This is an optimization exercise on Yosys and OpenROAD, whose aim is small area, not a production implementation. Function was checked by simulation only, so behaviour that the tests miss may differ from the original. No driver is modelled on the clock port, so clocking that relies on it looks cheaper here than on a real chip. Power and IR drop assume default switching activity.

## maple
// top_stopwatch
module top_stopwatch(
    input clk,
    input reset,
    input i_btn_run,
    input i_btn_clear,
    input [1:0] i_btn_add,
    input [1:0] i_sw_mode,
    output [3:0] fnd_comm,
    output [7:0] fnd_font,
    output [3:0] led
    );
    wire [6:0] wt_ms, sw_ms;
    wire [5:0] wt_s, wt_m, sw_s, sw_m;
    wire [4:0] wt_h, sw_h;
    wire ms99, wt_c1, st_clr, run_d, add_win;
    wire new_run, new_clear, new_add0, new_add1;
    timebase U_tb (.clk(clk), .reset(reset), .i_mode1(i_sw_mode[1]), .o_ms(wt_ms), .o_ms99(ms99), .o_c1(wt_c1), .o_add_win(add_win));
    btn_debounce U_Btn_RUN  (.clk(clk), .reset(reset), .i_tick(ms99), .i_btn(i_btn_run),    .o_new(new_run));
    btn_debounce U_Btn_CLEAR(.clk(clk), .reset(reset), .i_tick(ms99), .i_btn(i_btn_clear),  .o_new(new_clear));
    btn_debounce U_Btn_ADD0 (.clk(clk), .reset(reset), .i_tick(ms99), .i_btn(i_btn_add[0]), .o_new(new_add0));
    btn_debounce U_Btn_ADD1 (.clk(clk), .reset(reset), .i_tick(ms99), .i_btn(i_btn_add[1]), .o_new(new_add1));
    sw_ctl U_swc (.clk(clk), .reset(reset), .i_cs(~i_sw_mode[1]), .i_run(new_run & wt_c1), .i_clear(new_clear & wt_c1),
                  .o_clr(st_clr), .o_run_d(run_d));
    sw_cnt U_swn (.clk(clk), .reset(reset), .i_clr(st_clr), .i_tick(run_d), .o_ms(sw_ms), .o_s(sw_s), .o_m(sw_m), .o_h(sw_h));
  ...
export LEC_CHECK = 0
export CAP_MARGIN = 20
export CORE_MARGIN = 2
export CORE_UTILIZATION = 60
export SLEW_MARGIN = 20
create_clock -name core_clock -period 12.0 [get_ports {clk}]
standard.sh (not shown) runs the stock make flow with config.mk's settings and CLKGATE_MAP_FILE= SYNTH_SCRIPT=/design/flow/synth_recipe.tcl, a recipe that flattens the netlist after the stock synthesis.
==> flow/flow/run.sh <==
#!/bin/bash
# Own layout flow: the standard flow (standard.sh) with
#  - the standard synthesis script, but ABC run with area-oriented scripts
#    (flow/abc_*.abc) instead of ORFS's speed script: each is tried in its own
#    folder and the one giving the smallest cell area is kept; the registers
#    are the standard synthesis's, ABC maps only the logic between them;
#  - port buffers of the smallest buffer (buf_1) instead of the default;
#  - clock tree options from flow/cts_args.txt (no dummy loads), and its
#    buffers then downsized while clock pin slews stay low (flow/post_cts.tcl).
# Each tool's output goes to a log file in the work folder.
set -euo pipefail
W=$(pwd)
F=$W/flow

make_variant() {   # $1 = abc script, $2 = work home, $3 = output script name
  { sed "s#@ABC_SCRIPT@#$1#" "$F/abc_override.tcl"; cat "$W/synth_recipe.tcl"; } > "$W/$3.tcl"
  local extra="SYNTH_SCRIPT=$W/$3.tcl"
  extra="$extra 'BUFFER_PORTS_ARGS=-buffer_cell sky130_fd_sc_hd__buf_1'"
  extra="$extra 'CTS_ARGS=$(cat "$F/cts_args.txt")' POST_CTS_TCL=$F/post_cts.tcl"
  sed -e "s#SYNTH_SCRIPT=[^ ]*#$extra#" -e "s#WORK_HOME=[^ ]*#WORK_HOME=$2#" "$W/standard.sh" > "$W/$3.sh"
}

# try each ABC script
best=""; best_area=""
pids=()
for s in "$F"/abc_*.abc; do
  k=$(basename "$s" .abc)
  make_variant "$s" "$W/try_$k" "synth_$k"
  (bash "$W/synth_$k.sh" synth > "$W/log_synth_$k.txt" 2>&1 || true) &
  pids+=($!)
done
wait "${pids[@]}" || true
for s in "$F"/abc_*.abc; do
  k=$(basename "$s" .abc)
  st="$W/try_$k/reports/$FLOW_PLATFORM/top_stopwatch/base/synth_stat.txt"
  [[ -f $st ]] || continue
  a=$(grep "Chip area for module" "$st" | tail -1 | awk '{print $NF}')
  echo "$k $a" >> "$W/log_synth_areas.txt"
  if [[ -z $best_area ]] || awk -v a="$a" -v b="$best_area" 'BEGIN{exit !(a < b)}'; then
    best=$s; best_area=$a
  fi
done
echo "best: $best $best_area" >> "$W/log_synth_areas.txt"
[[ -n $best ]]

make_variant "$best" "$W/orfs" "own_standard"
# the kept synthesis is run again in the real work home: copy the chosen try
k=$(basename "$best" .abc)
cp -a "$W/try_$k/." "$W/orfs/"
rm -rf "$W"/try_abc_*
bash "$W/own_standard.sh" finish > "$W/log_layout.txt" 2>&1
==> flow/flow/post_cts.tcl <==
proc clk_pin_worst_slew {} {
  set worst 0
  foreach pin [get_pins -hierarchical */CLK] {
    foreach p {slew_max_rise slew_max_fall} {
      set s [get_property $pin $p]
      if {$s > $worst} { set worst $s }
    }
  }
  return $worst
}

proc downsize_clock_buffers {target} {
  set sizes {sky130_fd_sc_hd__clkbuf_1 sky130_fd_sc_hd__clkbuf_2 sky130_fd_sc_hd__clkbuf_4
             sky130_fd_sc_hd__clkbuf_8 sky130_fd_sc_hd__clkbuf_16}
  estimate_parasitics -placement
  foreach inst [[ord::get_db_block] getInsts] {
    set name [$inst getName]
    if {![string match "clkbuf_*" $name]} continue
    set i [lsearch -exact $sizes [[$inst getMaster] getName]]
    if {$i <= 0} continue
    for {set j [expr {$i - 1}]} {$j >= 0} {incr j -1} {
      set cur [[$inst getMaster] getName]
      replace_cell [get_cells $name] [lindex $sizes $j]
      estimate_parasitics -placement
      if {[clk_pin_worst_slew] > $target} {
        replace_cell [get_cells $name] $cur
        estimate_parasitics -placement
        break
      }
    }
  }
  puts "clock buffers downsized; worst clock pin slew [clk_pin_worst_slew] ns"
}

downsize_clock_buffers 0.1
Other scripts of this flow, unchanged in this note and not shown: flow/flow/abc_1.abc, flow/flow/abc_2.abc, flow/flow/abc_3.abc, flow/flow/abc_4.abc, flow/flow/abc_override.tcl, flow/flow/cts_args.txt
Setup changes, maple to cedar
# maple
export LEC_CHECK = 0
export CAP_MARGIN = 20
export CORE_MARGIN = 2
export CORE_UTILIZATION = 60
export SLEW_MARGIN = 20
create_clock -name core_clock -period 12.0 [get_ports {clk}]
# cedar
export LEC_CHECK = 0
export CAP_MARGIN = 20
export CORE_MARGIN = 2
export CORE_UTILIZATION = 85
export SLEW_MARGIN = 20
create_clock -name core_clock -period 12.0 [get_ports {clk}]
--- a/flow/flow/run.sh
+++ b/flow/flow/run.sh
@@ -24,3 +24,4 @@
 best=""; best_area=""
-pids=()
+# at most NUM_CORES tries at a time
+jobs_max=${NUM_CORES:-4}
 for s in "$F"/abc_*.abc; do
@@ -28,6 +29,6 @@
   make_variant "$s" "$W/try_$k" "synth_$k"
+  while (( $(jobs -rp | wc -l) >= jobs_max )); do sleep 1; done
   (bash "$W/synth_$k.sh" synth > "$W/log_synth_$k.txt" 2>&1 || true) &
-  pids+=($!)
 done
-wait "${pids[@]}" || true
+wait || true
 for s in "$F"/abc_*.abc; do
==> flow/flow/abc_5.abc (new file) <==
strash
&get -n
&deepsyn -T 30 -S 1
&put
strash
&get -n
&dch -f
&nf -R 1000 -p -a -A 4
&put
==> flow/flow/abc_6.abc (new file) <==
strash
&get -n
&deepsyn -T 30 -S 4
&put
strash
dch -f
map -a
topo
strash
&get -n
&dch -f
&nf -R 1000 -p -C 32 -F 8
&put
==> flow/flow/abc_7.abc (new file) <==
strash
&get -n
&deepsyn -T 30 -S 4
&put
strash
&get -n
&dch -f
&nf -R 1000 -p -a -A 4
&put
==> flow/flow/abc_8.abc (new file) <==
strash
ifraig
scorr
dc2
strash
&get -n
&deepsyn -T 30 -S 2
&put
strash
dch -f
map -a
topo
strash
&get -n
&dch -f
&nf -R 1000 -p
&put
--- a/flow/flow/post_cts.tcl
+++ b/flow/flow/post_cts.tcl
@@ -34,2 +34,2 @@
 
-downsize_clock_buffers 0.1
+downsize_clock_buffers 0.115
Notes after the runs:
- Re post-synth net total: no difference whatsoever between maple and cedar.
- Fraction of synthesized cell area in xor and xnor cells came out exactly the same in maple and cedar.
- cedar did not make it past global placement without I/O, where a tool error ended it.
- Min die width across maple and cedar: cedar
- On simple-gate share of the synthesized area, maple and cedar are basically level.
- On post-synthesis sequential element count, maple and cedar are neck and neck.
- cedar -> maple: count of flip-flops with a built-in enable after synthesis delta 0, exact match
- maple → cedar: y dimension of the die down about 15%, initial cell density of the core up 28 points, number of placement rows down 5, complex-gate fraction of the synthesized area flat.
The following lists how ember was set up differently from cedar:
# cedar
export LEC_CHECK = 0
export CAP_MARGIN = 20
export CORE_MARGIN = 2
export CORE_UTILIZATION = 85
export SLEW_MARGIN = 20
create_clock -name core_clock -period 12.0 [get_ports {clk}]
# ember
export LEC_CHECK = 0
export CAP_MARGIN = 20
export CORE_MARGIN = 2
export CORE_UTILIZATION = 75
export SLEW_MARGIN = 20
create_clock -name core_clock -period 12.0 [get_ports {clk}]
[summary]
- Of ember and cedar, the higher parity-gate share of the synthesized area counting xor and xnor cells belongs to ember.
- Per the final summary, ember finished and its layout is clean on timing, DRC and antenna.
- Count of flip-flops with a built-in enable after synthesis came out exactly the same in ember and cedar.
- Per the comparison of ember with cedar, area after synthesis ~0 delta; number of instances in the synthesized netlist -4.
diff inputs: ember => lagoon
# ember
export LEC_CHECK = 0
export CAP_MARGIN = 20
export CORE_MARGIN = 2
export CORE_UTILIZATION = 75
export SLEW_MARGIN = 20
create_clock -name core_clock -period 12.0 [get_ports {clk}]
# lagoon
export LEC_CHECK = 0
export CAP_MARGIN = 20
export CORE_MARGIN = 2
export CORE_UTILIZATION = 70
export SLEW_MARGIN = 20
create_clock -name core_clock -period 12.0 [get_ports {clk}]
## What came out
- Depth of the worst register-to-register path: lagoon lower than ember
- Total power, lagoon and ember: larger value in lagoon
- Any difference in non-clock buffer area fraction after layout between ember and lagoon is small enough to ignore.

---

Another version of the RTL of top_stopwatch (not shown whole).
Size: roughly 370 cells after synthesis, roughly 0.0036 mm2 of cells after synthesis.
==> flow/config.mk <==
export PLATFORM = sky130hd
export DESIGN_NAME = top_stopwatch
export DESIGN_NICKNAME = top_stopwatch
export VERILOG_FILES = /design/flow/design.v
export SDC_FILE = /design/flow/constraint.sdc
export NUM_CORES = 4
export LEC_CHECK = 0
export CAP_MARGIN = 20
export CORE_MARGIN = 2
export CORE_UTILIZATION = 80
export SLEW_MARGIN = 20
==> flow/constraint.sdc <==
create_clock -name core_clock -period 12.0 [get_ports {clk}]
set_input_delay 2.4000 -clock core_clock [delete_from_list [all_inputs] [get_ports {clk}]]
set_output_delay 2.4000 -clock core_clock [all_outputs]
set_load 0.01 [all_outputs]
==> flow/flow/run.sh <==
#!/bin/bash
# Own layout flow: the standard flow (standard.sh) with
#  - the standard synthesis script, but without mapping adders to adder cells
#    before ABC (ADDER_MAP_FILE empty, no Kogge-Stone carry map), so that ABC
#    optimises the counters' incrementers with the rest of the logic, and ABC
#    run with area-oriented scripts
#    (flow/abc_*.abc) instead of ORFS's speed script: each is tried in its own
#    folder and the one giving the smallest cell area is kept; the registers
#    are the standard synthesis's, ABC maps only the logic between them;
#  - port buffers of the smallest buffer (buf_1) instead of the default;
#  - clock tree options from flow/cts_args.txt (no dummy loads), and its
#    buffers then downsized while clock pin slews stay low (flow/post_cts.tcl).
# Each tool's output goes to a log file in the work folder.
set -euo pipefail
W=$(pwd)
F=$W/flow

make_variant() {   # $1 = abc script, $2 = work home, $3 = output script name
  { sed "s#@ABC_SCRIPT@#$1#" "$F/abc_override.tcl"; cat "$W/synth_recipe.tcl"; } > "$W/$3.tcl"
  local extra="SYNTH_SCRIPT=$W/$3.tcl ADDER_MAP_FILE= 'SYNTH_OPERATIONS_ARGS=-no-rw-check'"
  extra="$extra 'BUFFER_PORTS_ARGS=-buffer_cell sky130_fd_sc_hd__buf_1'"
  extra="$extra 'CTS_ARGS=$(cat "$F/cts_args.txt")' POST_CTS_TCL=$F/post_cts.tcl"
  sed -e "s#SYNTH_SCRIPT=[^ ]*#$extra#" -e "s#WORK_HOME=[^ ]*#WORK_HOME=$2#" "$W/standard.sh" > "$W/$3.sh"
}

# try each ABC script
best=""; best_area=""
# at most NUM_CORES tries at a time
jobs_max=${NUM_CORES:-4}
for s in "$F"/abc_*.abc; do
  k=$(basename "$s" .abc)
  make_variant "$s" "$W/try_$k" "synth_$k"
  while (( $(jobs -rp | wc -l) >= jobs_max )); do sleep 1; done
  (bash "$W/synth_$k.sh" synth > "$W/log_synth_$k.txt" 2>&1 || true) &
done
wait || true
for s in "$F"/abc_*.abc; do
  k=$(basename "$s" .abc)
  st="$W/try_$k/reports/$FLOW_PLATFORM/top_stopwatch/base/synth_stat.txt"
  [[ -f $st ]] || continue
  a=$(grep "Chip area for module" "$st" | tail -1 | awk '{print $NF}')
  echo "$k $a" >> "$W/log_synth_areas.txt"
  if [[ -z $best_area ]] || awk -v a="$a" -v b="$best_area" 'BEGIN{exit !(a < b)}'; then
    best=$s; best_area=$a
  fi
done
echo "best: $best $best_area" >> "$W/log_synth_areas.txt"
[[ -n $best ]]

make_variant "$best" "$W/orfs" "own_standard"
# the kept synthesis is run again in the real work home: copy the chosen try
k=$(basename "$best" .abc)
cp -a "$W/try_$k/." "$W/orfs/"
rm -rf "$W"/try_abc_*
bash "$W/own_standard.sh" finish > "$W/log_layout.txt" 2>&1
Other scripts of this flow, unchanged in this note and not shown: flow/flow/abc_1.abc, flow/flow/abc_10.abc, flow/flow/abc_11.abc, flow/flow/abc_12.abc, flow/flow/abc_2.abc, flow/flow/abc_3.abc, flow/flow/abc_4.abc, flow/flow/abc_5.abc, flow/flow/abc_6.abc, flow/flow/abc_7.abc, flow/flow/abc_8.abc, flow/flow/abc_9.abc, flow/flow/abc_override.tcl, flow/flow/cts_args.txt, flow/flow/post_cts.tcl
The baseline went through all stages and came out clean.
Then changed:
--- a/flow/config.mk
+++ b/flow/config.mk
@@ -10 +10 @@
-export CORE_UTILIZATION = 80
+export CORE_UTILIZATION = 75
What happened:
- The new run passed the timing, design-rule and antenna checks
- setup slack got worse by 0.045 ns
- register-to-register slack improved by 0.09 ns
- area after synthesis stays the same
- routed wire length shrinks by 14%

---

The RTL this note starts from:
==> flow/design.v <==
module btn_debounce (
    input  clk,
    input  reset,
    input  i_tick,
    input  i_btn,
    output o_new
);
    reg [3:0] q;
    reg g;
    always @(*) begin
        case (q)
            4'b0011, 4'b1101: g = 1'b0;
            default:          g = 1'b1;
        endcase
    end
    always @(posedge clk, posedge reset) begin
        if (reset)
            q <= 4'b0000;
        else if (i_tick)
            q <= i_btn ? {q[2:0], g} : 4'b0000;
    end
    assign o_new = (q == 4'b0111);
endmodule
module top_stopwatch(
    input clk,
    input reset,
    input i_btn_run,
    input i_btn_clear,
    input [1:0] i_btn_add,
    input [1:0] i_sw_mode,
    output [3:0] fnd_comm,
    output [7:0] fnd_font,
    output [3:0] led
    );
    reg       started;
    reg [3:0] wt_ms1, wt_ms10;
    reg       wt_c1;                        
    wire ms99 = wt_ms10[3] & wt_ms10[0] & wt_ms1[3] & wt_ms1[0];
    always @(posedge clk, posedge reset) begin
        if (reset) begin
            started <= 1'b0;
            wt_ms1  <= 4'd0;
            wt_ms10 <= 4'd0;
            wt_c1   <= 1'b0;
        end else begin
            started <= 1'b1;
            wt_c1   <= ms99;
            if (started) begin
                if (wt_ms1 == 4'd9) begin
                    wt_ms1  <= 4'd0;
                    wt_ms10 <= (wt_ms10 == 4'd9) ? 4'd0 : wt_ms10 + 4'd1;
                end else
                    wt_ms1 <= wt_ms1 + 4'd1;
            end
        end
    end
    wire new_run, new_clear, new_add0, new_add1;
    btn_debounce U_Btn_RUN  (.clk(clk), .reset(reset), .i_tick(ms99), .i_btn(i_btn_run),    .o_new(new_run));
    btn_debounce U_Btn_CLEAR(.clk(clk), .reset(reset), .i_tick(ms99), .i_btn(i_btn_clear),  .o_new(new_clear));
    btn_debounce U_Btn_ADD0 (.clk(clk), .reset(reset), .i_tick(ms99), .i_btn(i_btn_add[0]), .o_new(new_add0));
    btn_debounce U_Btn_ADD1 (.clk(clk), .reset(reset), .i_tick(ms99), .i_btn(i_btn_add[1]), .o_new(new_add1));
    wire p_run   = new_run   & wt_c1;
    wire p_clear = new_clear & wt_c1;
    reg st_run, st_clr, run_d;
    always @(posedge clk, posedge reset) begin
        if (reset) begin
            st_run <= 1'b0;
            st_clr <= 1'b0;
            run_d  <= 1'b0;
        end else begin
            run_d <= st_run;
            if (!i_sw_mode[1]) begin
                st_run <= st_run ? !p_run : (!st_clr & p_run);
                st_clr <= !st_run & !st_clr & !p_run & p_clear;
            end
        end
    end
    reg [3:0] sw_ms1, sw_ms10, sw_s1, sw_m1, sw_h1;
    reg [2:0] sw_s10, sw_m10;
    reg [1:0] sw_h10;
    reg       sw_c1, sw_c2, sw_c3;
    wire sw_ms_last = (sw_ms10 == 4'd9) & (sw_ms1 == 4'd9);
    wire sw_s_last  = (sw_s10 == 3'd5) & (sw_s1 == 4'd9);
    wire sw_m_last  = (sw_m10 == 3'd5) & (sw_m1 == 4'd9);
    wire sw_h_last  = (sw_h10 == 2'd2) & (sw_h1 == 4'd3);
    always @(posedge clk, posedge reset) begin
        if (reset) begin
            sw_ms1 <= 0; sw_ms10 <= 0; sw_s1 <= 0; sw_s10 <= 0;
            sw_m1 <= 0; sw_m10 <= 0; sw_h1 <= 0; sw_h10 <= 0;
            sw_c1 <= 0; sw_c2 <= 0; sw_c3 <= 0;
        end else begin
            sw_c1 <= run_d & sw_ms_last;
            sw_c2 <= sw_c1 & sw_s_last;
            sw_c3 <= sw_c2 & sw_m_last;
            if (st_clr) begin
                sw_ms1 <= 0; sw_ms10 <= 0; sw_s1 <= 0; sw_s10 <= 0;
                sw_m1 <= 0; sw_m10 <= 0; sw_h1 <= 0; sw_h10 <= 0;
            end else begin
                if (run_d) begin
                    if (sw_ms1 == 4'd9) begin
                        sw_ms1  <= 0;
                        sw_ms10 <= (sw_ms10 == 4'd9) ? 4'd0 : sw_ms10 + 4'd1;
                    end else
                        sw_ms1 <= sw_ms1 + 4'd1;
                end
                if (sw_c1) begin
                    if (sw_s1 == 4'd9) begin
                        sw_s1  <= 0;
                        sw_s10 <= (sw_s10 == 3'd5) ? 3'd0 : sw_s10 + 3'd1;
                    end else
                        sw_s1 <= sw_s1 + 4'd1;
                end
                if (sw_c2) begin
                    if (sw_m1 == 4'd9) begin
                        sw_m1  <= 0;
                        sw_m10 <= (sw_m10 == 3'd5) ? 3'd0 : sw_m10 + 3'd1;
                    end else
                        sw_m1 <= sw_m1 + 4'd1;
                end
                if (sw_c3) begin
                    if (sw_h_last) begin
                        sw_h1 <= 0; sw_h10 <= 0;
                    end else if (sw_h1 == 4'd9) begin
                        sw_h1  <= 0;
                        sw_h10 <= sw_h10 + 2'd1;
                    end else
                        sw_h1 <= sw_h1 + 4'd1;
                end
            end
        end
    end
    reg       add_win;                      
    reg [3:0] wt_s1, wt_m1, wt_h1;
    reg [2:0] wt_s10, wt_m10;
    reg [1:0] wt_h10;
    reg       wt_c2, wt_c3;
    wire wt_s_inc = wt_c1 | (add_win & new_add0);
    wire wt_m_inc = wt_c2 | (add_win & new_add1);
    wire wt_h_inc = wt_c3 | (add_win & new_clear);
    wire wt_s_last = (wt_s10 == 3'd5) & (wt_s1 == 4'd9);
    wire wt_m_last = (wt_m10 == 3'd5) & (wt_m1 == 4'd9);
    always @(posedge clk, posedge reset) begin
        if (reset) begin
            add_win <= 0;
            wt_s1 <= 0; wt_s10 <= 0; wt_m1 <= 0; wt_m10 <= 0;
            wt_h1 <= 4'd2; wt_h10 <= 2'd1;
            wt_c2 <= 0; wt_c3 <= 0;
        end else begin
            add_win <= wt_c1 & i_sw_mode[1];
            wt_c2 <= wt_s_inc & wt_s_last;
            wt_c3 <= wt_m_inc & wt_m_last;
            if (wt_s_inc) begin
                if (wt_s1 == 4'd9) begin
                    wt_s1  <= 0;
                    wt_s10 <= (wt_s10 == 3'd5) ? 3'd0 : wt_s10 + 3'd1;
                end else
                    wt_s1 <= wt_s1 + 4'd1;
            end
            if (wt_m_inc) begin
                if (wt_m1 == 4'd9) begin
                    wt_m1  <= 0;
                    wt_m10 <= (wt_m10 == 3'd5) ? 3'd0 : wt_m10 + 3'd1;
                end else
                    wt_m1 <= wt_m1 + 4'd1;
            end
            if (wt_h_inc) begin
                if (wt_h10 == 2'd0 && wt_h1 == 4'd3) begin
                    wt_h1 <= 4'd2; wt_h10 <= 2'd1;
                end else if (wt_h10 == 2'd3 && wt_h1 == 4'd1) begin
                    wt_h1 <= 4'd0; wt_h10 <= 2'd0;
                end else if (wt_h1 == 4'd9) begin
                    wt_h1  <= 0;
                    wt_h10 <= wt_h10 + 2'd1;
                end else
                    wt_h1 <= wt_h1 + 4'd1;
            end
        end
    end
    reg [2:0] sel;
    wire scan_tick = wt_ms1[0] & (wt_ms1[1] ^ wt_ms10[0]);
    always @(posedge clk, posedge reset) begin
        if (reset)
            sel <= 3'd0;
        else if (scan_tick)
            sel <= sel + 3'd1;
    end
    assign fnd_comm = ~(4'b0001 << sel[1:0]);
    wire [3:0] ms10 = i_sw_mode[1] ? wt_ms10 : sw_ms10;
    reg  [3:0] digit;
    always @(*) begin
        case ({i_sw_mode[1], i_sw_mode[0], sel[1:0]})
            4'b0000: digit = sw_ms1;
            4'b0001: digit = sw_ms10;
            4'b0010: digit = sw_s1;
            4'b0011: digit = {1'b0, sw_s10};
            4'b0100: digit = sw_m1;
            4'b0101: digit = {1'b0, sw_m10};
            4'b0110: digit = sw_h1;
            4'b0111: digit = {2'b00, sw_h10};
            4'b1000: digit = wt_ms1;
            4'b1001: digit = wt_ms10;
            4'b1010: digit = wt_s1;
            4'b1011: digit = {1'b0, wt_s10};
            4'b1100: digit = wt_m1;
            4'b1101: digit = {1'b0, wt_m10};
            4'b1110: digit = wt_h1;
            default: digit = {2'b00, wt_h10};
        endcase
    end
    reg [7:0] seg;
    always @(*) begin
        case (digit)
            4'd0: seg = 8'hC0;
            4'd1: seg = 8'hF9;
            4'd2: seg = 8'hA4;
            4'd3: seg = 8'hB0;
            4'd4: seg = 8'h99;
            4'd5: seg = 8'h92;
            4'd6: seg = 8'h82;
            4'd7: seg = 8'hF8;
            4'd8: seg = 8'h80;
            default: seg = 8'h90;
        endcase
    end
    wire dot = (sel[1:0] == 2'b10) & ~ms10[3] & ~(ms10[2] & (ms10[1] | ms10[0]));
    assign fnd_font = sel[2] ? {~dot, 7'h7F} : seg;
    assign led = 4'b0001 << i_sw_mode;
endmodule
make LEC_CHECK=0 CAP_MARGIN=20 CORE_MARGIN=2 CORE_UTILIZATION=60 CTS_BUF_LIST=sky130_fd_sc_hd__clkbuf_8 CTS_CLUSTER_DIAMETER=60 CTS_CLUSTER_SIZE=20 SLEW_MARGIN=20 finish   # period 12.0 ns
run.sh (not shown) runs the stock make flow with config.mk's settings and CLKGATE_MAP_FILE= SYNTH_SCRIPT=/design/flow/synth_recipe.tcl, a recipe that flattens the netlist after the stock synthesis.
Stock flow here: none of the scripts above is used.
Change:
CORE_UTILIZATION = 40   (was 60)
CTS_BUF_LIST = not set   (was sky130_fd_sc_hd__clkbuf_8)
CTS_CLUSTER_DIAMETER = not set   (was 60)
CTS_CLUSTER_SIZE = not set   (was 20)
First-iteration DRC count is lower by 17%.
Synthesized cell count is unchanged.
Clock skew fell by 0.0034 ns.
Setup slack improves by 0.47 ns.
Sequential power hardly moves.
Sequential share of layout area shrinks by 0.85 points.
Total power goes up by 4.6%.
Count of clock-buffer cells in the layout goes up by 1.
Routed wire length grows by 3.2%.
Design area is higher by 2.2%.
Change:
CORE_UTILIZATION = 60   (was 40)
CTS_BUF_LIST = sky130_fd_sc_hd__clkbuf_4 sky130_fd_sc_hd__clkbuf_8   (was not set)
CTS_CLUSTER_SIZE = 12   (was not set)
Effect: The new run produced a clean layout; final cell count fell by about 6.4%; via count fell by about 0.35%; routed wire length fell by about 3%; cell area fell by about 2.1%; total power fell by 4.4%; non-clock buffer count fell by 1; setup slack got worse by 0.47 ns.

==> port drivers added, routing unchanged <==
No port has a modelled driver above. Below, the same layouts with a new extraction and two added sets of constraints. Step 1, drivers: a clkbuf_16 drives clk and a buf_2 each remaining input, both assumed. Step 2 also shifts input and output timing later by t, the mid clock arrival at the registers, as if the neighbouring blocks saw the same clock. Three values: no drivers, after step 1, after step 2; two values: the first two.
run	t (ns)	setup slack, ns	latest minus earliest clock arrival (ns)	slew at the worst register clock pin (ns)	cell pins on the clock port's net
maple	0.839	2.277 / 2.255 / 2.255	0.047 / 0.047	0.09 / 0.10	1
ember	0.774	2.461 / 2.435 / 2.435	0.033 / 0.033	0.10 / 0.10	1
lagoon	0.799	2.163 / 2.130 / 2.130	0.045 / 0.045	0.11 / 0.11	1
the first run of note 2	0.833	3.000 / 2.976 / 2.976	0.051 / 0.051	0.12 / 0.12	1
the second run of note 2	0.786	2.955 / 2.931 / 2.931	0.042 / 0.041	0.11 / 0.11	1
the first run of note 3	0.382	3.702 / 3.677 / 3.677	0.009 / 0.010	0.09 / 0.09	1
the second run of note 3	0.371	4.175 / 4.148 / 4.148	0.008 / 0.008	0.06 / 0.06	1
the third run of note 3	0.382	3.702 / 3.677 / 3.677	0.009 / 0.010	0.09 / 0.09	1
After both steps setup and hold are still met in every run listed. For lagoon, which loses most, drivers alone change the setup slack by -0.033 ns; drivers and shift together by -0.033 ns.
